Source: an optimization exercise on an open RTL-to-GDS flow (aim: small area). Production flows keep margins and buffers that such runs may drop. No functional check of the RTL was part of any run shown here. Power is estimated from default activity; no workload was simulated.

==> flow/design.v (outline; a module is shown in full before it is edited, if it fits) <==
// module color_tracker: 1448 lines
// module fa: 4 lines
// module ha: 4 lines
module color_tracker
(
    input   wire        clk         ,
    input   wire        rst_n       ,
    output  wire [15:0] pix_addr    ,
    output  wire        pix_rden    ,
    input   wire [15:0] pix_data    ,
    output  wire [7:0]  vga_r       ,
    output  wire [7:0]  vga_g       ,
    output  wire [7:0]  vga_b       ,
    output  reg         th_hsync    ,
    output  reg         th_vsync    ,
    output  wire [31:0] x_error     ,
    output  wire [31:0] h_error
 ) ;
function rge;
    input [15:0] a;
    input [15:0] b;
    integer i;
    reg c;
    begin
        c = 1'b1;
        for (i = 0; i < 16; i = i + 1)
            c = (a[i] & ~b[i]) | (~(a[i] ^ b[i]) & c);
  // ...
==> flow/flow/run.sh <==
#!/bin/bash
set -euo pipefail
bash standard.sh "BUFFER_PORTS_ARGS=-buffer_cell sky130_fd_sc_hd__buf_1" \
  "CTS_ARGS=-sink_clustering_enable -repair_clock_nets -buf_list sky130_fd_sc_hd__clkbuf_8 -dont_use_dummy_load -sink_clustering_size 40 -sink_clustering_max_diameter 300 -distance_between_buffers 200" \
  finish > standard_flow.log 2>&1
==> flow/standard.sh <==
#!/bin/bash
# synth_recipe.tcl (not shown) runs the flow's synth.tcl, then flattens the netlist and writes it again
# the make line also repeats each setting of config.mk as NAME=value (left out here)
make -C /OpenROAD-flow-scripts/flow DESIGN_CONFIG=/design/flow/config.mk WORK_HOME=/design/flow/orfs CLKGATE_MAP_FILE= SYNTH_SCRIPT=/design/flow/synth_recipe.tcl "${@:-finish}"
==> flow/config.mk <==
export PLATFORM = sky130hd
export DESIGN_NAME = color_tracker
export DESIGN_NICKNAME = color_tracker
export VERILOG_FILES = /design/flow/design.v
export SDC_FILE = /design/flow/constraint.sdc
export NUM_CORES = 4
export LEC_CHECK = 0
export CAP_MARGIN = 20
export CORE_MARGIN = 2
export CORE_UTILIZATION = 65
export CTS_BUF_LIST = sky130_fd_sc_hd__clkbuf_8
export SLEW_MARGIN = 20
export SYNTH_HIERARCHICAL = 1
==> flow/constraint.sdc <==
create_clock -name core_clock -period 12.0 [get_ports {clk}]
set_input_delay 2.4000 -clock core_clock [delete_from_list [all_inputs] [get_ports {clk}]]
set_output_delay 2.4000 -clock core_clock [all_outputs]
set_load 0.01 [all_outputs]
==> results list, run 1 <==
- The run finished with no timing, DRC or antenna violations.
- Yosys Warn Count: 7
- Compared with the post-synthesis result, the final layout area differs by 4.143%.
- The multi-input combinational cells in the finished layout cover a total of 8337 um^2.
- Count of non-CTS inverters in the layout: 113
* Multiplexer share of the synthesized area: 1.688%
- Power attributed to the clock group is 0.304 mW.
- Registers take 3835 um^2.
- The number of global-route vias before repair is 9063.
- Placed cell count: 1548
- DIE WIDTH: 146.5 um
- Clock-pin slew was measured on the worst setup and hold paths at 0.10 ns.
- Worst Clk Skew: 0.03493 ns
* Number of flops mapped to enable cells by yosys: 0
* Destination of the worst hold path: d2[0]$_DFF_P_
* Initial cell density of the core: 65.65%
- In the finished design the tool counted flip-flops and latches totalling 167.
- Number of instances resized during post-cts repair: 3
- The worst pin sits at a relative slew slack of 26.61%.
- Library cell contributing the largest single delay on the critical path: sky130_fd_sc_hd__fa_1
* Clock latency reported for the late side of the worst-skew pair: 0.47 ns
- Across all setup checks in the final design, the least slack found is 0.3483 ns.
- Leading cell kind: multi-input combinational cells
- Number of multi-input combinational cells: 867
* Fraction of power consumed by combinational cells: 33.7%
* Seq area share: 27.90%
* Worst endpoint data arrival time: 9.25 ns
==> run 2, diff against run 1 <==
--- a/flow/design.v
+++ b/flow/design.v
@@ -670,77 +670,64 @@
 wire fs_519;
 wire fc_520;
 wire fs_521;
 wire fc_522;
 wire fs_523;
 wire fc_524;
 wire fs_525;
 wire fc_526;
-wire hs_527;
-wire hc_528;
+wire fs_527;
+wire fc_528;
 wire fs_529;
 wire fc_530;
 wire fs_531;
 wire fc_532;
 wire fs_533;
 wire fc_534;
-wire fs_535;
-wire fc_536;
+wire hs_535;
+wire hc_536;
 wire fs_537;
 wire fc_538;
-wire xs_539;
-wire xc_540;
+wire fs_539;
+wire fc_540;
 wire fs_541;
 wire fc_542;
 wire fs_543;
 wire fc_544;
 wire fs_545;
 wire fc_546;
 wire fs_547;
 wire fc_548;
 wire fs_549;
 wire fc_550;
-wire cs_551;
-wire cs_552;
-wire cs_553;
-wire cs_554;
-wire cs_555;
-wire cs_556;
-wire cc_557;
-wire hs_558;
-wire hc_559;
-wire fs_560;
-wire fc_561;
-wire fs_562;
-wire fc_563;
-wire fs_564;
-wire fc_565;
-wire fs_566;
-wire fc_567;
-wire fs_568;
-wire fc_569;
-wire xs_570;
-wire xc_571;
-wire fs_572;
-wire fc_573;
-wire fs_574;
-wire fc_575;
-wire fs_576;
-wire fc_577;
-wire fs_578;
-wire fc_579;
-wire fs_580;
-wire fc_581;
-wire cs_582;
-wire cs_583;
-wire cs_584;
-wire cs_585;
-wire cs_586;
-wire cs_587;
+wire xs_551;
+wire xc_552;
+wire fs_553;
+wire fc_554;
+wire fs_555;
+wire fc_556;
+wire fs_557;
+wire fc_558;
+wire fs_559;
+wire fc_560;
+wire fs_561;
+wire fc_562;
+wire fs_563;
+wire fc_564;
+wire fs_565;
+wire fc_566;
+wire cs_567;
+wire cs_568;
+wire cs_569;
+wire cs_570;
+wire cs_571;
+wire cs_572;
+wire cs_573;
+wire cs_574;
 wire [19:0] hv;
 ha u_ha1 (.a(d3[12]), .b(d3[11]), .s(hs_1), .co(hc_2));
 fa u_fa1 (.a(d3[13]), .b(d3[12]), .c(hc_2), .s(fs_3), .co(fc_4));
 fa u_fa2 (.a(d3[14]), .b(d3[13]), .c(fc_4), .s(fs_5), .co(fc_6));
 fa u_fa3 (.a(d3[15]), .b(d3[14]), .c(fc_6), .s(fs_7), .co(fc_8));
 ha u_ha2 (.a(d3[15]), .b(fc_8), .s(hs_9), .co(hc_10));
 ha u_ha3 (.a(d3[7]), .b(d3[5]), .s(hs_11), .co(hc_12));
 fa u_fa4 (.a(d3[8]), .b(d3[6]), .c(hc_12), .s(fs_13), .co(fc_14));
@@ -1095,158 +1082,148 @@
 assign wr_369 = wrap & dys[1];
 assign wr_370 = wrap & dys[2];
 assign wr_371 = wrap & dys[3];
 assign wr_372 = wrap & dys[4];
 assign wr_373 = wrap & dys[5];
 assign wr_374 = wrap & dys[6];
 assign wr_375 = wrap & dys[7];
 assign wr_376 = ~(wrap & dys[8]);
-fa u_fa71 (.a(pp_293), .b(pp_301), .c(pp_309), .s(fs_377), .co(fc_378));
-fa u_fa72 (.a(pp_294), .b(pp_302), .c(pp_310), .s(fs_379), .co(fc_380));
-ha u_ha65 (.a(pp_318), .b(pp_326), .s(hs_381), .co(hc_382));
-fa u_fa73 (.a(pp_295), .b(pp_303), .c(pp_311), .s(fs_383), .co(fc_384));
-fa u_fa74 (.a(pp_319), .b(pp_327), .c(pp_335), .s(fs_385), .co(fc_386));
-ha u_ha66 (.a(pp_343), .b(pp_351), .s(hs_387), .co(hc_388));
-assign xs_389 = ~(pp_304 ^ pp_312);
-assign xc_390 = (pp_304 | pp_312);
-fa u_fa75 (.a(pp_320), .b(pp_328), .c(pp_336), .s(fs_391), .co(fc_392));
-fa u_fa76 (.a(pp_344), .b(pp_352), .c(pp_360), .s(fs_393), .co(fc_394));
-fa u_fa77 (.a(pp_313), .b(pp_321), .c(pp_329), .s(fs_395), .co(fc_396));
-fa u_fa78 (.a(pp_337), .b(pp_345), .c(pp_353), .s(fs_397), .co(fc_398));
-assign xs_399 = ~(pp_322 ^ pp_330);
-assign xc_400 = (pp_322 | pp_330);
-fa u_fa79 (.a(pp_338), .b(pp_346), .c(pp_354), .s(fs_401), .co(fc_402));
-assign xs_403 = ~(pp_331 ^ pp_339);
-assign xc_404 = (pp_331 | pp_339);
-ha u_ha67 (.a(pp_347), .b(pp_355), .s(hs_405), .co(hc_406));
-assign xs_407 = ~(pp_340 ^ pp_348);
-assign xc_408 = (pp_340 | pp_348);
-assign xs_409 = ~(pp_291 ^ pp_299);
-assign xc_410 = (pp_291 | pp_299);
-fa u_fa80 (.a(~pp_292), .b(pp_300), .c(pp_308), .s(fs_411), .co(fc_412));
-ha u_ha68 (.a(pp_316), .b(pp_324), .s(hs_413), .co(hc_414));
-fa u_fa81 (.a(fs_377), .b(pp_317), .c(pp_325), .s(fs_415), .co(fc_416));
-fa u_fa82 (.a(pp_333), .b(pp_341), .c(pp_292), .s(fs_417), .co(fc_418));
-fa u_fa83 (.a(fs_379), .b(hs_381), .c(pp_334), .s(fs_419), .co(fc_420));
-fa u_fa84 (.a(pp_342), .b(pp_350), .c(fc_378), .s(fs_421), .co(fc_422));
-fa u_fa85 (.a(fs_383), .b(fs_385), .c(hs_387), .s(fs_423), .co(fc_424));
-fa u_fa86 (.a(pp_359), .b(fc_380), .c(hc_382), .s(fs_425), .co(fc_426));
-fa u_fa87 (.a(xs_389), .b(fs_391), .c(fs_393), .s(fs_427), .co(fc_428));
-fa u_fa88 (.a(fc_384), .b(fc_386), .c(hc_388), .s(fs_429), .co(fc_430));
-fa u_fa89 (.a(fs_395), .b(fs_397), .c(pp_361), .s(fs_431), .co(fc_432));
-fa u_fa90 (.a(xc_390), .b(fc_392), .c(fc_394), .s(fs_433), .co(fc_434));
-fa u_fa91 (.a(xs_399), .b(fs_401), .c(pp_362), .s(fs_435), .co(fc_436));
-fa u_fa92 (.a(wr_368), .b(fc_396), .c(fc_398), .s(fs_437), .co(fc_438));
-fa u_fa93 (.a(xs_403), .b(hs_405), .c(pp_363), .s(fs_439), .co(fc_440));
-fa u_fa94 (.a(wr_369), .b(xc_400), .c(fc_402), .s(fs_441), .co(fc_442));
-fa u_fa95 (.a(xs_407), .b(pp_356), .c(pp_364), .s(fs_443), .co(fc_444));
-fa u_fa96 (.a(wr_370), .b(xc_404), .c(hc_406), .s(fs_445), .co(fc_446));
-assign xs_447 = ~(pp_349 ^ pp_357);
-assign xc_448 = (pp_349 | pp_357);
-fa u_fa97 (.a(pp_365), .b(wr_371), .c(xc_408), .s(fs_449), .co(fc_450));
-assign xs_451 = ~(pp_358 ^ pp_366);
-assign xc_452 = (pp_358 | pp_366);
-ha u_ha69 (.a(pp_290), .b(pp_298), .s(hs_453), .co(hc_454));
-fa u_fa98 (.a(xs_409), .b(pp_307), .c(pp_315), .s(fs_455), .co(fc_456));
-fa u_fa99 (.a(fs_411), .b(hs_413), .c(pp_332), .s(fs_457), .co(fc_458));
-fa u_fa100 (.a(fs_415), .b(fs_417), .c(fc_412), .s(fs_459), .co(fc_460));
-fa u_fa101 (.a(fs_419), .b(fs_421), .c(fc_416), .s(fs_461), .co(fc_462));
-fa u_fa102 (.a(fs_423), .b(fs_425), .c(fc_420), .s(fs_463), .co(fc_464));
-fa u_fa103 (.a(fs_427), .b(fs_429), .c(fc_424), .s(fs_465), .co(fc_466));
-fa u_fa104 (.a(fs_431), .b(fs_433), .c(fc_428), .s(fs_467), .co(fc_468));
-fa u_fa105 (.a(fs_435), .b(fs_437), .c(fc_432), .s(fs_469), .co(fc_470));
-fa u_fa106 (.a(fs_439), .b(fs_441), .c(fc_436), .s(fs_471), .co(fc_472));
-fa u_fa107 (.a(fs_443), .b(fs_445), .c(fc_440), .s(fs_473), .co(fc_474));
-fa u_fa108 (.a(xs_447), .b(fs_449), .c(fc_444), .s(fs_475), .co(fc_476));
-fa u_fa109 (.a(xs_451), .b(wr_372), .c(xc_448), .s(fs_477), .co(fc_478));
-assign xs_479 = ~(pp_367 ^ wr_373);
-assign xc_480 = (pp_367 | wr_373);
-ha u_ha70 (.a(pp_289), .b(pp_297), .s(hs_481), .co(hc_482));
-fa u_fa110 (.a(hs_453), .b(pp_306), .c(pp_314), .s(fs_483), .co(fc_484));
-fa u_fa111 (.a(fs_455), .b(pp_323), .c(hc_454), .s(fs_485), .co(fc_486));
-fa u_fa112 (.a(fs_457), .b(xc_410), .c(fc_456), .s(fs_487), .co(fc_488));
-fa u_fa113 (.a(fs_459), .b(hc_414), .c(fc_458), .s(fs_489), .co(fc_490));
-fa u_fa114 (.a(fs_461), .b(fc_418), .c(fc_460), .s(fs_491), .co(fc_492));
-fa u_fa115 (.a(fs_463), .b(fc_422), .c(fc_462), .s(fs_493), .co(fc_494));
-fa u_fa116 (.a(fs_465), .b(fc_426), .c(fc_464), .s(fs_495), .co(fc_496));
-fa u_fa117 (.a(fs_467), .b(fc_430), .c(fc_466), .s(fs_497), .co(fc_498));
-fa u_fa118 (.a(fs_469), .b(fc_434), .c(fc_468), .s(fs_499), .co(fc_500));
-fa u_fa119 (.a(fs_471), .b(fc_438), .c(fc_470), .s(fs_501), .co(fc_502));
-fa u_fa120 (.a(fs_473), .b(fc_442), .c(fc_472), .s(fs_503), .co(fc_504));
-fa u_fa121 (.a(fs_475), .b(fc_446), .c(fc_474), .s(fs_505), .co(fc_506));
-fa u_fa122 (.a(fs_477), .b(fc_450), .c(fc_476), .s(fs_507), .co(fc_508));
-fa u_fa123 (.a(xs_479), .b(xc_452), .c(fc_478), .s(fs_509), .co(fc_510));
+fa u_fa71 (.a(pp_317), .b(pp_309), .c(pp_325), .s(fs_377), .co(fc_378));
+fa u_fa72 (.a(pp_318), .b(pp_326), .c(pp_310), .s(fs_379), .co(fc_380));
+ha u_ha65 (.a(pp_334), .b(pp_302), .s(hs_381), .co(hc_382));
+fa u_fa73 (.a(pp_327), .b(pp_319), .c(pp_335), .s(fs_383), .co(fc_384));
+fa u_fa74 (.a(pp_311), .b(pp_343), .c(pp_359), .s(fs_385), .co(fc_386));
+ha u_ha66 (.a(pp_303), .b(pp_351), .s(hs_387), .co(hc_388));
+assign xs_389 = ~(pp_328 ^ pp_336);
+assign xc_390 = (pp_328 | pp_336);
+fa u_fa75 (.a(pp_320), .b(pp_344), .c(pp_360), .s(fs_391), .co(fc_392));
+fa u_fa76 (.a(pp_312), .b(pp_352), .c(pp_304), .s(fs_393), .co(fc_394));
+fa u_fa77 (.a(pp_337), .b(pp_329), .c(pp_345), .s(fs_395), .co(fc_396));
+fa u_fa78 (.a(pp_361), .b(pp_321), .c(pp_353), .s(fs_397), .co(fc_398));
+assign xs_399 = ~(wr_368 ^ pp_338);
+assign xc_400 = (wr_368 | pp_338);
+fa u_fa79 (.a(pp_346), .b(pp_362), .c(pp_330), .s(fs_401), .co(fc_402));
+assign xs_403 = ~(wr_369 ^ pp_347);
+assign xc_404 = (wr_369 | pp_347);
+ha u_ha67 (.a(pp_363), .b(pp_339), .s(hs_405), .co(hc_406));
+assign xs_407 = ~(wr_370 ^ pp_364);
+assign xc_408 = (wr_370 | pp_364);
+assign xs_409 = ~(pp_307 ^ pp_299);
+assign xc_410 = (pp_307 | pp_299);
+fa u_fa80 (.a(~pp_308), .b(pp_316), .c(pp_300), .s(fs_411), .co(fc_412));
+ha u_ha68 (.a(pp_324), .b(pp_292), .s(hs_413), .co(hc_414));
+fa u_fa81 (.a(pp_308), .b(pp_301), .c(pp_333), .s(fs_415), .co(fc_416));
+fa u_fa82 (.a(fs_377), .b(pp_293), .c(pp_341), .s(fs_417), .co(fc_418));
+fa u_fa83 (.a(fc_378), .b(pp_342), .c(fs_379), .s(fs_419), .co(fc_420));
+fa u_fa84 (.a(hs_381), .b(pp_294), .c(pp_350), .s(fs_421), .co(fc_422));
+fa u_fa85 (.a(fc_380), .b(fs_383), .c(hc_382), .s(fs_423), .co(fc_424));
+fa u_fa86 (.a(pp_295), .b(hs_387), .c(fs_385), .s(fs_425), .co(fc_426));
+fa u_fa87 (.a(xs_389), .b(fc_384), .c(hc_388), .s(fs_427), .co(fc_428));
+fa u_fa88 (.a(fc_386), .b(fs_391), .c(fs_393), .s(fs_429), .co(fc_430));
+fa u_fa89 (.a(xc_390), .b(fs_395), .c(pp_313), .s(fs_431), .co(fc_432));
+fa u_fa90 (.a(fc_392), .b(fs_397), .c(fc_394), .s(fs_433), .co(fc_434));
+fa u_fa91 (.a(xs_399), .b(pp_354), .c(fc_396), .s(fs_435), .co(fc_436));
+fa u_fa92 (.a(pp_322), .b(fc_398), .c(fs_401), .s(fs_437), .co(fc_438));
+fa u_fa93 (.a(xc_400), .b(xs_403), .c(pp_355), .s(fs_439), .co(fc_440));
+fa u_fa94 (.a(pp_331), .b(hs_405), .c(fc_402), .s(fs_441), .co(fc_442));
+fa u_fa95 (.a(xc_404), .b(pp_348), .c(pp_356), .s(fs_443), .co(fc_444));
+fa u_fa96 (.a(pp_340), .b(hc_406), .c(xs_407), .s(fs_445), .co(fc_446));
+assign xs_447 = ~(wr_371 ^ pp_365);
+assign xc_448 = (wr_371 | pp_365);
+fa u_fa97 (.a(pp_357), .b(pp_349), .c(xc_408), .s(fs_449), .co(fc_450));
+assign xs_451 = ~(wr_372 ^ pp_366);
+assign xc_452 = (wr_372 | pp_366);
+ha u_ha69 (.a(pp_298), .b(pp_306), .s(hs_453), .co(hc_454));
+fa u_fa98 (.a(pp_315), .b(xs_409), .c(pp_291), .s(fs_455), .co(fc_456));
+fa u_fa99 (.a(xc_410), .b(pp_332), .c(fs_411), .s(fs_457), .co(fc_458));
+fa u_fa100 (.a(fc_412), .b(hc_414), .c(fs_415), .s(fs_459), .co(fc_460));
+fa u_fa101 (.a(fc_416), .b(fc_418), .c(fs_419), .s(fs_461), .co(fc_462));
+fa u_fa102 (.a(fc_420), .b(fs_423), .c(fc_422), .s(fs_463), .co(fc_464));
+fa u_fa103 (.a(fc_424), .b(fs_427), .c(fc_426), .s(fs_465), .co(fc_466));
+fa u_fa104 (.a(fc_428), .b(fs_431), .c(fs_433), .s(fs_467), .co(fc_468));
+fa u_fa105 (.a(fs_435), .b(fc_432), .c(fc_434), .s(fs_469), .co(fc_470));
+fa u_fa106 (.a(fc_436), .b(fs_439), .c(fs_441), .s(fs_471), .co(fc_472));
+fa u_fa107 (.a(fc_440), .b(fs_443), .c(fs_445), .s(fs_473), .co(fc_474));
+fa u_fa108 (.a(xs_447), .b(fc_444), .c(fc_446), .s(fs_475), .co(fc_476));
+fa u_fa109 (.a(pp_358), .b(xc_448), .c(xs_451), .s(fs_477), .co(fc_478));
+assign xs_479 = ~(wr_373 ^ pp_367);
+assign xc_480 = (wr_373 | pp_367);
+ha u_ha70 (.a(pp_297), .b(pp_289), .s(hs_481), .co(hc_482));
+fa u_fa110 (.a(hs_453), .b(pp_290), .c(pp_314), .s(fs_483), .co(fc_484));
+fa u_fa111 (.a(hc_454), .b(pp_323), .c(fs_455), .s(fs_485), .co(fc_486));
+fa u_fa112 (.a(fc_456), .b(hs_413), .c(fs_457), .s(fs_487), .co(fc_488));
+fa u_fa113 (.a(fc_458), .b(fs_417), .c(fs_459), .s(fs_489), .co(fc_490));
+fa u_fa114 (.a(fc_460), .b(fs_421), .c(fs_461), .s(fs_491), .co(fc_492));
+fa u_fa115 (.a(fc_462), .b(fs_463), .c(fs_425), .s(fs_493), .co(fc_494));
+fa u_fa116 (.a(fc_464), .b(fs_429), .c(fs_465), .s(fs_495), .co(fc_496));
+fa u_fa117 (.a(fc_430), .b(fc_466), .c(fs_467), .s(fs_497), .co(fc_498));
+fa u_fa118 (.a(fs_437), .b(fs_469), .c(fc_468), .s(fs_499), .co(fc_500));
+fa u_fa119 (.a(fc_438), .b(fc_470), .c(fs_471), .s(fs_501), .co(fc_502));
+fa u_fa120 (.a(fc_442), .b(fs_473), .c(fc_472), .s(fs_503), .co(fc_504));
+fa u_fa121 (.a(fs_449), .b(fs_475), .c(fc_474), .s(fs_505), .co(fc_506));
+fa u_fa122 (.a(fc_450), .b(fs_477), .c(fc_476), .s(fs_507), .co(fc_508));
+fa u_fa123 (.a(xc_452), .b(xs_479), .c(fc_478), .s(fs_509), .co(fc_510));
 ha u_ha71 (.a(wr_374), .b(xc_480), .s(hs_511), .co(hc_512));
 ha u_ha72 (.a(pp_288), .b(pp_296), .s(hs_513), .co(hc_514));
 fa u_fa124 (.a(hs_481), .b(pp_305), .c(hc_514), .s(fs_515), .co(fc_516));
 fa u_fa125 (.a(fs_483), .b(hc_482), .c(fc_516), .s(fs_517), .co(fc_518));
 fa u_fa126 (.a(fs_485), .b(fc_484), .c(fc_518), .s(fs_519), .co(fc_520));
 fa u_fa127 (.a(fs_487), .b(fc_486), .c(fc_520), .s(fs_521), .co(fc_522));
 fa u_fa128 (.a(fs_489), .b(fc_488), .c(fc_522), .s(fs_523), .co(fc_524));
 fa u_fa129 (.a(fs_491), .b(fc_490), .c(fc_524), .s(fs_525), .co(fc_526));
-ha u_ha73 (.a(fs_493), .b(fc_492), .s(hs_527), .co(hc_528));
-fa u_fa130 (.a(fs_495), .b(fc_494), .c(hc_528), .s(fs_529), .co(fc_530));
-fa u_fa131 (.a(fs_497), .b(fc_496), .c(fc_530), .s(fs_531), .co(fc_532));
-fa u_fa132 (.a(fs_499), .b(fc_498), .c(fc_532), .s(fs_533), .co(fc_534));
-fa u_fa133 (.a(fs_501), .b(fc_500), .c(fc_534), .s(fs_535), .co(fc_536));
-fa u_fa134 (.a(fs_503), .b(fc_502), .c(fc_536), .s(fs_537), .co(fc_538));
-assign xs_539 = ~(fs_493 ^ fc_492);
-assign xc_540 = (fs_493 | fc_492);
-fa u_fa135 (.a(fs_495), .b(fc_494), .c(xc_540), .s(fs_541), .co(fc_542));
-fa u_fa136 (.a(fs_497), .b(fc_496), .c(fc_542), .s(fs_543), .co(fc_544));
-fa u_fa137 (.a(fs_499), .b(fc_498), .c(fc_544), .s(fs_545), .co(fc_546));
-fa u_fa138 (.a(fs_501), .b(fc_500), .c(fc_546), .s(fs_547), .co(fc_548));
-fa u_fa139 (.a(fs_503), .b(fc_502), .c(fc_548), .s(fs_549), .co(fc_550));
-assign cs_551 = fc_526 ? xs_539 : hs_527;
-assign cs_552 = fc_526 ? fs_541 : fs_529;
-assign cs_553 = fc_526 ? fs_543 : fs_531;
-assign cs_554 = fc_526 ? fs_545 : fs_533;
-assign cs_555 = fc_526 ? fs_547 : fs_535;
-assign cs_556 = fc_526 ? fs_549 : fs_537;
-assign cc_557 = fc_526 ? fc_550 : fc_538;
-ha u_ha74 (.a(fs_505), .b(fc_504), .s(hs_558), .co(hc_559));
-fa u_fa140 (.a(fs_507), .b(fc_506), .c(hc_559), .s(fs_560), .co(fc_561));
-fa u_fa141 (.a(fs_509), .b(fc_508), .c(fc_561), .s(fs_562), .co(fc_563));
-fa u_fa142 (.a(hs_511), .b(fc_510), .c(fc_563), .s(fs_564), .co(fc_565));
-fa u_fa143 (.a(~wr_375), .b(hc_512), .c(fc_565), .s(fs_566), .co(fc_567));
-assign fs_568 = wr_376 ^ wr_375 ^ fc_567;
-assign xs_570 = ~(fs_505 ^ fc_504);
-assign xc_571 = (fs_505 | fc_504);
-fa u_fa145 (.a(fs_507), .b(fc_506), .c(xc_571), .s(fs_572), .co(fc_573));
-fa u_fa146 (.a(fs_509), .b(fc_508), .c(fc_573), .s(fs_574), .co(fc_575));
-fa u_fa147 (.a(hs_511), .b(fc_510), .c(fc_575), .s(fs_576), .co(fc_577));
-fa u_fa148 (.a(~wr_375), .b(hc_512), .c(fc_577), .s(fs_578), .co(fc_579));
-assign fs_580 = wr_376 ^ wr_375 ^ fc_579;
-assign cs_582 = cc_557 ? xs_570 : hs_558;
-assign cs_583 = cc_557 ? fs_572 : fs_560;
-assign cs_584 = cc_557 ? fs_574 : fs_562;
-assign cs_585 = cc_557 ? fs_576 : fs_564;
-assign cs_586 = cc_557 ? fs_578 : fs_566;
-assign cs_587 = cc_557 ? fs_580 : fs_568;
+fa u_fa130 (.a(fs_493), .b(fc_492), .c(fc_526), .s(fs_527), .co(fc_528));
+fa u_fa131 (.a(fs_495), .b(fc_494), .c(fc_528), .s(fs_529), .co(fc_530));
+fa u_fa132 (.a(fs_497), .b(fc_496), .c(fc_530), .s(fs_531), .co(fc_532));
+fa u_fa133 (.a(fs_499), .b(fc_498), .c(fc_532), .s(fs_533), .co(fc_534));
+ha u_ha73 (.a(fs_501), .b(fc_500), .s(hs_535), .co(hc_536));
+fa u_fa134 (.a(fs_503), .b(fc_502), .c(hc_536), .s(fs_537), .co(fc_538));
+fa u_fa135 (.a(fs_505), .b(fc_504), .c(fc_538), .s(fs_539), .co(fc_540));
+fa u_fa136 (.a(fs_507), .b(fc_506), .c(fc_540), .s(fs_541), .co(fc_542));
+fa u_fa137 (.a(fs_509), .b(fc_508), .c(fc_542), .s(fs_543), .co(fc_544));
+fa u_fa138 (.a(hs_511), .b(fc_510), .c(fc_544), .s(fs_545), .co(fc_546));
+fa u_fa139 (.a(~wr_375), .b(hc_512), .c(fc_546), .s(fs_547), .co(fc_548));
+assign fs_549 = wr_376 ^ wr_375 ^ fc_548;
+assign xs_551 = ~(fs_501 ^ fc_500);
+assign xc_552 = (fs_501 | fc_500);
+fa u_fa141 (.a(fs_503), .b(fc_502), .c(xc_552), .s(fs_553), .co(fc_554));
+fa u_fa142 (.a(fs_505), .b(fc_504), .c(fc_554), .s(fs_555), .co(fc_556));
+fa u_fa143 (.a(fs_507), .b(fc_506), .c(fc_556), .s(fs_557), .co(fc_558));
+fa u_fa144 (.a(fs_509), .b(fc_508), .c(fc_558), .s(fs_559), .co(fc_560));
+fa u_fa145 (.a(hs_511), .b(fc_510), .c(fc_560), .s(fs_561), .co(fc_562));
+fa u_fa146 (.a(~wr_375), .b(hc_512), .c(fc_562), .s(fs_563), .co(fc_564));
+assign fs_565 = wr_376 ^ wr_375 ^ fc_564;
+assign cs_567 = fc_534 ? xs_551 : hs_535;
+assign cs_568 = fc_534 ? fs_553 : fs_537;
+assign cs_569 = fc_534 ? fs_555 : fs_539;
+assign cs_570 = fc_534 ? fs_557 : fs_541;
+assign cs_571 = fc_534 ? fs_559 : fs_543;
+assign cs_572 = fc_534 ? fs_561 : fs_545;
+assign cs_573 = fc_534 ? fs_563 : fs_547;
+assign cs_574 = fc_534 ? fs_565 : fs_549;
 assign hv[0] = pp_287;
 assign hv[1] = hs_513;
 assign hv[2] = fs_515;
 assign hv[3] = fs_517;
 assign hv[4] = fs_519;
 assign hv[5] = fs_521;
 assign hv[6] = fs_523;
 assign hv[7] = fs_525;
-assign hv[8] = cs_551;
-assign hv[9] = cs_552;
-assign hv[10] = cs_553;
-assign hv[11] = cs_554;
-assign hv[12] = cs_555;
-assign hv[13] = cs_556;
-assign hv[14] = cs_582;
-assign hv[15] = cs_583;
-assign hv[16] = cs_584;
-assign hv[17] = cs_585;
-assign hv[18] = cs_586;
-assign hv[19] = cs_587;
+assign hv[8] = fs_527;
+assign hv[9] = fs_529;
+assign hv[10] = fs_531;
+assign hv[11] = fs_533;
+assign hv[12] = cs_567;
+assign hv[13] = cs_568;
+assign hv[14] = cs_569;
+assign hv[15] = cs_570;
+assign hv[16] = cs_571;
+assign hv[17] = cs_572;
+assign hv[18] = cs_573;
+assign hv[19] = cs_574;
 wire h_end = (h == 10'd800);
 wire h_200 = (h == 10'd200);
 always @(posedge clk or negedge rst_n) begin
     if (!rst_n)     h <= 10'd636;
     else if (h_end) h <= 10'd0;
     else            h <= h_inc;
 end
 always @(posedge clk or negedge rst_n) begin
==> flow/flow/run.sh (replaced) <==
#!/bin/bash
# The standard layout (standard.sh: the ORFS run, unchanged synthesis),
# with two changes: the buffers ORFS puts on every input and output port are
# the platform's smallest buffer, sky130_fd_sc_hd__buf_1, and clock tree
# synthesis uses clkbuf_8 and inserts no dummy loads.
set -euo pipefail
bash standard.sh "BUFFER_PORTS_ARGS=-buffer_cell sky130_fd_sc_hd__buf_1" \
  "CTS_ARGS=-sink_clustering_enable -repair_clock_nets -buf_list sky130_fd_sc_hd__clkbuf_8 -dont_use_dummy_load" \
  finish > standard_flow.log 2>&1
==> results list, run 2 <==
* PD cells: 100.4 nW/um^2 (was 100.1 nW/um^2)
* Start of the worst register-to-register path: d3[12]$_DFF_P_ (was d3[11]$_DFF_P_)
- The pin count of the biggest net entering global routing is 64 (was 85).
- The most repeated cell in the gate-level netlist after synthesis is sky130_fd_sc_hd__fa_1 (unchanged).
* Share of layout cells above drive strength 1: 6.091% (was 7.550%)
* Worst path setup slack after routing: 0.3919 ns (was 0.3483 ns)
- The first-pass GRT wire length is 46150 um (was 45260 um).
* Clock latency reported for the late side of the worst-skew pair: 0.45 ns (was 0.47 ns)
- The average cell area after synthesis came to 10.48 um^2 (was 10.55 um^2).
- The share of the cycle needed by the critical path after routing was 96.73% (was 97.10%).
* Top cells by count, synth: sky130_fd_sc_hd__fa_1, sky130_fd_sc_hd__ha_1, sky130_fd_sc_hd__inv_1 (unchanged)
* Number of iterations in the first detailed-routing pass: 5 (unchanged)
* Count of final max-slew check failures: 0 (unchanged)
* Post-route design area: 13620 um^2 (was 13740 um^2)
* Number of buffers inserted by port buffering: 124 (unchanged)
- Proportion of synthesized flip-flops having asynchronous set or reset: 55.69% (unchanged)
* Post-placement setup slack: 0.5593 ns (was 0.09676 ns)
- The number of global-route vias before repair came to 9069 (was 9063).
- The number of sinks on the clock net is 167 (unchanged).
- Syn Std Cell Area: 13090 um^2 (was 13200 um^2)
- The routability-driven placement congestion ratio was 0.8766 (was 0.8928).
* Flop and latch count out of synthesis: 167 (unchanged)
- The most frequently used flop master after synthesis is sky130_fd_sc_hd__dfxtp_1 (unchanged).
- The number of enable-type register cells in the synthesized netlist is 0 (unchanged).
- The overall routing resource usage came to 26.98% (was 26.81%).
- Wire length reported by the detailed router: 27200 um (was 26910 um)
- The total count of hold-check failures in the final report came to 0 (unchanged).
* Category of the worst setup path launch point: register (unchanged)
* Element type at the critical path end: output pin (unchanged)
- Routed vias/inst: 5.657 (was 5.603)
* Cell type with the highest occurrence count on the critical path: sky130_fd_sc_hd__fa_1 (unchanged)
- Number of H-tree levels: 4 (unchanged)
* Yosys Warn Count: 7 (unchanged)
- The worst max-slew margin expressed relative to the limit came to 34.43% (was 26.61%).
* Run status: finished clean (unchanged)
- Worst endpoint data arrival time: 9.21 ns (was 9.25 ns)
- Static leakage: 6.219 nW (was 6.303 nW)
* TritonCTS clock tree: yes (unchanged)
- The transition at the pin with the smallest max-transition slack was 0.9799 ns (was 1.101 ns).
- Detailed-route wire length per cell: 17.41 um (was 17.16 um)
- The floorplan die height is 145.9 um (was 146.5 um).
- Number of buffer and inverter stages on the critical path: 3 (was 7)
- Top post-synthesis cells by area: sky130_fd_sc_hd__fa_1, sky130_fd_sc_hd__dfrtp_1, sky130_fd_sc_hd__ha_1 (was sky130_fd_sc_hd__fa_1, sky130_fd_sc_hd__ha_1, sky130_fd_sc_hd__dfrtp_1)
- Count of different cell masters after synthesis: 67 (unchanged)
- DIE WIDTH: 145.9 um (was 146.5 um)
* Cts bufs inserted: 17 (unchanged)
* Cell count after synthesis: 1249 (was 1251)
- The number of cell rows was 51 (was 52).
- The layout overhead on the synthesized area is 4.091% (was 4.143%).
- The fraction of synthesized cell area taken by the top area cell type is 22.33% (was 22.45%).
* Most common cell after layout, fill and taps aside: sky130_fd_sc_hd__ha_1 (unchanged)
* Drt first-iter violations: 552 (was 453)
- The maximum buffer depth of the clock tree is 2 (unchanged).
- The number of vias after detailed routing came to 8836 (was 8786).
- The required time reported for the critical path endpoint is 9.60 ns (about the same).
- Critical path class: register to output pin (unchanged)
- Final Net Count: 1606 (was 1611)
- Final-layout worst hold slack: 0.3169 ns (was 0.3055 ns)
- The initial antenna violation count came to 0 (unchanged).
- The number of violations of the max-capacitance limit came to 0 (unchanged).
* Post-layout min period: 11.61 ns (was 11.65 ns)
* Initial cell density of the core: 66.81% (was 65.65%)
- Part of the Yosys area used for sequential elements: 29.30% (was 29.06%)
- Cell at the root of the clock tree: sky130_fd_sc_hd__clkbuf_8 (unchanged)
- Clock-pin slew reported for the worst setup and hold paths after clock tree synthesis: 0.09 ns (was 0.10 ns)
* Setup repair after global routing missed its margin: false
- The leftover overflow at the end of global routing came to 0 (unchanged).
- The biggest cell delay along the critical path is 0.51 ns (was 0.57 ns).
- Number of ports placed on the die boundary: 125 (unchanged)
- The post-detailed-placement cell area came to 13280 um^2 (was 13410 um^2).
- Maximum fanout along the worst path: 10 (was 13)
- Total of endpoints with negative setup slack in the final report: 0 (unchanged)
- Top library cells by usage in the layout, fill and taps aside: sky130_fd_sc_hd__ha_1, sky130_fd_sc_hd__fa_1, sky130_fd_sc_hd__buf_1 (was sky130_fd_sc_hd__ha_1, sky130_fd_sc_hd__fa_1, sky130_fd_sc_hd__inv_1).
- Hpwl dp: 21360 um (was 21230 um)
* Area of the die: 21290 um^2 (was 21460 um^2)
- Maximum frequency from static timing analysis: 86.15 MHz (was 85.82 MHz)
- The post-synthesis net count came to 1556 (was 1562).
- CP startpoint: y1[0]$_DFF_PN0_ (was x1[0]$_DFF_PN0_)
* Sum Neg Setup Slack: 0 ns (unchanged)
* Library cell contributing the largest single delay on the critical path: sky130_fd_sc_hd__fa_1 (unchanged)
- Core ar.: 19590 um^2 (was 20100 um^2)
- Worst Clk Skew: 0.02903 ns (was 0.03493 ns)
- Cell type with the largest total area after synthesis: sky130_fd_sc_hd__fa_1 (unchanged)
- The worst supply voltage drop on vdd is 0.0001179 V (was 0.0001312 V).
- DRC errors left: 0 (unchanged)
- The startpoint of the tightest hold check path is d1[11]$_DFF_P_ (was d1[0]$_DFF_P_).
* Family with the most delay on the worst path: adder cells (unchanged)
- Count of inserted antenna diode cells: 0 (unchanged)
- Number of nets with antenna violations after detailed routing: 0 (unchanged)
* Min-Delay Path Class: register to register (unchanged)
[run 2: cell count changes after synthesis, moves of 4 or more]
cell | before | now
sky130_fd_sc_hd__a21o_1 | 17 | 13
sky130_fd_sc_hd__a21oi_1 | 40 | 32
sky130_fd_sc_hd__and2_1 | 95 | 71
sky130_fd_sc_hd__nand2_1 | 68 | 80
sky130_fd_sc_hd__nand3_1 | 28 | 32
sky130_fd_sc_hd__nor2b_1 | 34 | 57
sky130_fd_sc_hd__o21ai_0 | 44 | 49
[run 2: area by class of cell]
type | count | area, um^2
Multi-Input combinational cell | 866 | 8245
Fill cell | 1567 | 5966
Sequential cell | 167 | 3836
Timing Repair Buffer | 134 | 553.0
Inverter | 113 | 424.2
Tap cell | 265 | 331.6
Clock buffer | 17 | 234.0
[run 2: report_power, final]
part	internal, mW	total [mW]	switching, mW	leakage, nW
Sequential	0.586	0.609	0.0229	1.71
Clock	0.125	0.300	0.175	0.122
Combinational	0.213	0.459	0.246	4.39
Total	0.924	1.37	0.444	6.22
[run 2: logic make-up (layout without fill, tap and decap cells)]
family	count (synthesis)	in the layout	synth area share (%)
flip-flops	167	167	29.30
AO/OA/AOI/OAI	147	147	7.074
AND/OR/NAND/NOR	384	384	16.24
XOR/XNOR	27	28	1.807
buffers and inverters	217	264	8.183
multiplexers	17	17	1.367
other	1	1	0.02865
adder cells (fa/ha/maj)	289	289	36.00
[run 2: final timing paths]
path | endpoint | slack [ns] | cells past startpoint
worst max-delay path | h_error[26] | 0.39 | 25
worst min-delay path | d2[11]$_DFF_P_ | 0.32 | 0
worst max register to register | nb0$_DFF_PN0_ | 5.29 | 17
worst min register to register | d2[11]$_DFF_P_ | 0.32 | 0
max in group asynchronous | rq2$_DFF_PN0_ | 8.89 | 2
min in group asynchronous | x0[2]$_DFF_PN0_ | 1.91 | 1
[run 2: per-module statistics from Yosys (local to each module, per instance)]
module         flip-flops and latches  area [um^2]  cells  copies in the design
fa                                  0        20.02      1                   145
ha                                  0        12.51      1                    66
color_tracker                     167         9360   1038                     1
[run 2: routing by layer]
layer | GRT usage (%) | routed length (um)
met1 | 36.28 | 11830
met2 | 45.90 | 13500
met3 | 3.887 | 1280
met4 | 7.892 | 580
met5 | 0 | 0
[run 2: timing repair]
item,in CTS,in global routing
resized for setup,0,14
setup buffers,0,5
endpoints found under the setup margin,0,13
hold buffers,0,0
hold endpoints to repair,0,0
[run 2: per-stage QoR]
step / util (%) / total power, mW / cells
after global placement: 67.79 / 1.069 / 1539
after CTS: 68.99 / 1.390 / 1556
final: 69.55 / 1.368 / 1562
after detailed placement: 67.79 / 1.084 / 1539
after floorplan: - / 0.9781 / 1249
after global routing: 69.55 / 1.490 / 1562
==> run 3, diff against run 2 <==
==> flow/flow/run.sh (replaced) <==
#!/bin/bash
set -euo pipefail
bash standard.sh "BUFFER_PORTS_ARGS=-buffer_cell sky130_fd_sc_hd__buf_1" \
  "CTS_ARGS=-sink_clustering_enable -repair_clock_nets -buf_list sky130_fd_sc_hd__clkbuf_8 -dont_use_dummy_load -sink_buffer_max_cap_derate 0.5" \
  finish > standard_flow.log 2>&1
==> results list, run 3 <==
* Run status: finished clean (unchanged)
- Setup repair after global routing missed its margin: false (unchanged).
- Number of nets in the synthesized netlist: 1556 (unchanged)
- R2R cell count: 17 (unchanged)
- The internal power consumption was 0.9243 mW (unchanged).
- Compound-gate portion of the synthesized area: 7.074% (unchanged)
- The register-to-register setup slack was 5.29 ns (about the same).
* Drt first-iter violations: 552 (unchanged)
* Number of H-tree levels: 4 (unchanged)
- Element type at the critical path end: output pin (unchanged)
- GP Congestion: 0.8766 (unchanged)
- Wire length reported by the detailed router: 27200 um (unchanged)
* Number of sinks driven by the clock tree: 167 (unchanged)
- Synth Area per Inst: 10.48 um^2 (unchanged)
* Part of the Yosys area used for sequential elements: 29.30% (unchanged)
* Count of inserted antenna diode cells: 0 (unchanged)
- Flop and latch count out of synthesis: 167 (unchanged)
- Pin count of the biggest net entering global routing: 64 (unchanged)
* Destination of the worst register-to-register timing path: nb0$_DFF_PN0_ (unchanged)
- Static leakage: 6.219 nW (unchanged)
- Die height: 145.9 um (unchanged)
- Total count of hold-check failures in the final report: 0 (unchanged)
- The number of instances on the worst hold path was 0 (unchanged).
* Area of the die: 21290 um^2 (unchanged)
* Number of ports placed on the die boundary: 125 (unchanged)
- Detailed-route wire length per cell: 17.41 um (unchanged)
- Top post-synthesis cells by area: sky130_fd_sc_hd__fa_1, sky130_fd_sc_hd__dfrtp_1, sky130_fd_sc_hd__ha_1 (unchanged)
- Count of vias placed by the detailed router: 8836 (unchanged)
- The largest area contributor in the synthesized netlist is sky130_fd_sc_hd__fa_1 (unchanged).
- The share of the core filled with cells is 69.55% (unchanged).
- DIE WIDTH: 145.9 um (unchanged)
- The main combinational cell family by area after synthesis was adder cells (unchanged).
- Top cells by count, synth: sky130_fd_sc_hd__fa_1, sky130_fd_sc_hd__ha_1, sky130_fd_sc_hd__inv_1 (unchanged)
- Clock-pin slew reported for the worst setup and hold paths after clock tree synthesis: 0.09 ns (about the same)
* Number of flops mapped to enable cells by yosys: 0 (unchanged)
* Cell count after synthesis: 1249 (unchanged)
- Arithmetic-cell share of the synthesized area counting full adders, half adders and majority gates: 36.00% (unchanged)
- Count of final max-slew check failures: 0 (unchanged)
- Cts bufs inserted: 17 (unchanged)
- Clock latency reported for the late side of the worst-skew pair: 0.45 ns (about the same)
* Part of the power in the clock network: 21.9% (about the same)
- The share of the cycle needed by the critical path after routing is 96.73% (unchanged).
- The starting density of the core is 66.81% (unchanged).
* Top library cells by usage in the layout, fill and taps aside: sky130_fd_sc_hd__ha_1, sky130_fd_sc_hd__fa_1, sky130_fd_sc_hd__buf_1 (unchanged)
* Multiplexer share of the synthesized area: 1.367% (unchanged)
- The post-synth design cell area is 13090 um^2 (unchanged).
* Max Cap Viol: 0 (unchanged)
* Worst Path Required: 9.60 ns (about the same)
- Category of the worst setup path launch point: register (unchanged)
* Tightest Pin Transition: 0.9799 ns (unchanged)
- The startpoint of the tightest hold check path is d1[11]$_DFF_P_ (unchanged).
- Maximum number of buffers from clock root to sink: 2 (unchanged)
- The largest fanout on the critical path was 10 (unchanged).
* Share of layout cells above drive strength 1: 6.091% (unchanged)
- Final Net Count: 1606 (unchanged)
* Proportion of synthesized flip-flops having asynchronous set or reset: 55.69% (unchanged)
- Dominant register cell in the synthesized netlist: sky130_fd_sc_hd__dfxtp_1 (unchanged)
* Yosys Warn Count: 7 (unchanged)
- The layout overhead on the synthesized area came to 4.091% (unchanged).
- The number of cell rows was 51 (unchanged).
- The most repeated cell in the gate-level netlist after synthesis is sky130_fd_sc_hd__fa_1 (unchanged).
* Post-layout min period: 11.61 ns (unchanged)
- DRC errors left: 0 (unchanged)
* Core ar.: 19590 um^2 (unchanged)
- Number of nets with antenna violations after detailed routing: 0 (unchanged)
- The worst max-slew margin expressed relative to the limit was 34.43% (unchanged).
- The most common cell after layout, fill and taps aside is sky130_fd_sc_hd__ha_1 (unchanged).
- Maximum frequency from static timing analysis: 86.15 MHz (unchanged)
- Sw Share: 32.45% (unchanged)
* Sum Neg Setup Slack: 0 ns (unchanged)
- The type of the most critical hold path was register to register (unchanged).
* Wire length of the first global-routing pass: 46150 um (unchanged)
* GRT Resource Usage Total: 26.98% (unchanged)
- Count of different cell masters after synthesis: 67 (unchanged)
* Total of endpoints with negative setup slack in the final report: 0 (unchanged)
* Worst endpoint data arrival time: 9.21 ns (about the same)
- The sequential cell fraction of total power came to 44.5% (about the same).
- Worst voltage drop across the vdd grid: 0.0001179 V (unchanged)
- The share of total power in combinational logic came to 33.6% (about the same).
- The via-per-instance ratio came to 5.657 (unchanged).
* Number of iterations in the first detailed-routing pass: 5 (unchanged)
- Worst Clk Skew: 0.02903 ns (unchanged)
* Cell at the root of the clock tree: sky130_fd_sc_hd__clkbuf_8 (unchanged)
* TritonCTS clock tree: yes (unchanged)
- Vias in the first global route: 9069 (unchanged)
* Simple-gate portion of the synthesized area: 16.24% (unchanged)
* Parity-gate share of the synthesized area counting xor and xnor cells: 1.807% (unchanged)
* Top cell type's share of synthesized area: 22.33% (unchanged)
* Switch Pwr: 0.4439 mW (unchanged)
- The post-detailed-placement half-perimeter wirelength came to 21360 um (unchanged).
- The leftover overflow at the end of global routing was 0 (unchanged).
* Critical path class: register to output pin (unchanged)
* Antenna violations before repair: 0 (unchanged)
- PD cells: 100.4 nW/um^2 (unchanged)
* Start of the worst register-to-register path: d3[12]$_DFF_P_ (unchanged)
- The hold path endpoint was d2[11]$_DFF_P_ (unchanged).
* Number of buffers inserted by port buffering: 124 (unchanged)
[run 3: how the worst max path moves through the flow]
stage                         start           to  slack, ns  cells past startpoint
finish              y1[0]$_DFF_PN0_  h_error[26]       0.39                     25
global route        y1[0]$_DFF_PN0_  h_error[26]       0.03                     27
CTS                 x1[0]$_DFF_PN0_  h_error[26]       0.04                     25
detailed placement  x1[0]$_DFF_PN0_  h_error[26]       0.56                     27
global placement    x1[0]$_DFF_PN0_  h_error[25]       0.75                     27
floorplan           y1[0]$_DFF_PN0_  h_error[19]       0.92                     28
[run 3: stage by stage]
stage               total power [mW]  instance area (um^2)  hold slack [ns]  setup WS, ns  cells
floorplan                     0.9781                 13090           0.3096        0.9240   1249
global placement               1.069                 13280           0.3104        0.7532   1539
detailed placement             1.084                 13280           0.3121        0.5593   1539
CTS                            1.390                 13510           0.3195       0.03797   1556
global route                   1.490                 13620           0.3260       0.02677   1562
finish                         1.368                 13620           0.3169        0.3919   1562
[run 3: routing by layer]
layer	vias up	GRT usage (%)	part of all wire, %
li1	4162	-	-
met1	4398	36.28	43
met2	237	45.90	50
met3	39	3.887	4.7
met4	0	7.892	2.1
met5	-	0	0
[run 3: Yosys stat by module, one instance, submodules excluded]
module	copies in the design	flip-flops and latches	area (um^2)	cells inside
color_tracker	1	167	9360	1038
fa	145	0	20.02	1
ha	66	0	12.51	1
[run 3: logic make-up after synthesis]
kind of cell               count (synthesis)
buffers and inverters                    217
xor gates and xnor gates                  27
and+or+nand+nor                          384
adders and majority gates                289
DFF                                      167
other                                      1
muxes                                     17
AOI/OAI and AO/OA                        147
[run 3: layout make-up]
type / count / area [um^2]
Fill cell: 1567 / 5966
Inverter: 113 / 424.2
Clock buffer: 17 / 234.0
Sequential cell: 167 / 3836
Timing Repair Buffer: 134 / 553.0
Multi-Input combinational cell: 866 / 8245
Tap cell: 265 / 331.6
[run 3: power by group through the flow]
| stage | Sequential (mW) | Clock, mW | Combinational (mW) |
|---|---|---|---|
| 2_1_floorplan | 0.614 | 0 | 0.364 |
| 4_1_cts | 0.609 | 0.311 | 0.469 |
| 3_3_place_gp | 0.620 | 0 | 0.450 |
| 3_5_place_dp | 0.621 | 0 | 0.463 |
| 6_report | 0.609 | 0.300 | 0.459 |
| 5_1_grt | 0.613 | 0.334 | 0.544 |
[run 3: repair_timing]
action                                 in CTS  in global routing
buffers inserted                            0                  5
hold buffers                                0                  0
setup endpoints to repair                   0                 13
endpoints found under the hold margin       0                  0
resized for setup                           0                 14
[run 3: worst max-delay path, stage by stage (launching register included)]
cell and delay, ns:
sky130_fd_sc_hd__dfrtp_1 0.38, sky130_fd_sc_hd__inv_1 0.07, sky130_fd_sc_hd__ha_1 0.13, sky130_fd_sc_hd__inv_1 0.04, sky130_fd_sc_hd__fa_1 0.38, sky130_fd_sc_hd__fa_1 0.40, sky130_fd_sc_hd__fa_1 0.39, sky130_fd_sc_hd__fa_1 0.39
sky130_fd_sc_hd__fa_1 0.39, sky130_fd_sc_hd__fa_1 0.42, sky130_fd_sc_hd__fa_2 0.48, sky130_fd_sc_hd__nand2b_1 0.20, sky130_fd_sc_hd__fa_1 0.42, sky130_fd_sc_hd__fa_1 0.46, sky130_fd_sc_hd__fa_1 0.51, sky130_fd_sc_hd__fa_1 0.43
sky130_fd_sc_hd__ha_1 0.23, sky130_fd_sc_hd__fa_1 0.38, sky130_fd_sc_hd__fa_1 0.40, sky130_fd_sc_hd__fa_1 0.40, sky130_fd_sc_hd__fa_1 0.39, sky130_fd_sc_hd__fa_1 0.39, sky130_fd_sc_hd__fa_1 0.42, sky130_fd_sc_hd__mux2i_4 0.28
sky130_fd_sc_hd__xnor2_4 0.19, sky130_fd_sc_hd__clkbuf_2 0.19

==> static timing again, ports no longer ideal <==
The results above use ideal ports. As a check the final layouts listed here were re-extracted and re-timed, cells and wires unchanged.
Step 1 sets driving cells, clkbuf_16 on the clock port and buf_2 on the other inputs (assumed; they add their load-dependent delay and slew).
Step 2 times the ports against the registers' clock, not the clock port: input delays grow and output delays shrink by t, the midpoint of the rising clock arrivals with the driver on.
a / b / c = no drivers / after step 1 / after step 2; a / b = the first two.
| run | t, ns | slack for setup (ns) | worst hold slack (ns) | worst setup path at the end |
|---|---|---|---|---|
| run 1 | 0.493 | 0.348 / 0.309 / 0.802 | 0.306 / 0.306 / 0.306 | register to output |
| run 2 | 0.475 | 0.392 / 0.354 / 0.829 | 0.317 / 0.317 / 0.317 | register to output |
| run 3 | 0.475 | 0.392 / 0.354 / 0.829 | 0.317 / 0.317 / 0.317 | register to output |
After both steps every run listed still meets setup and hold.
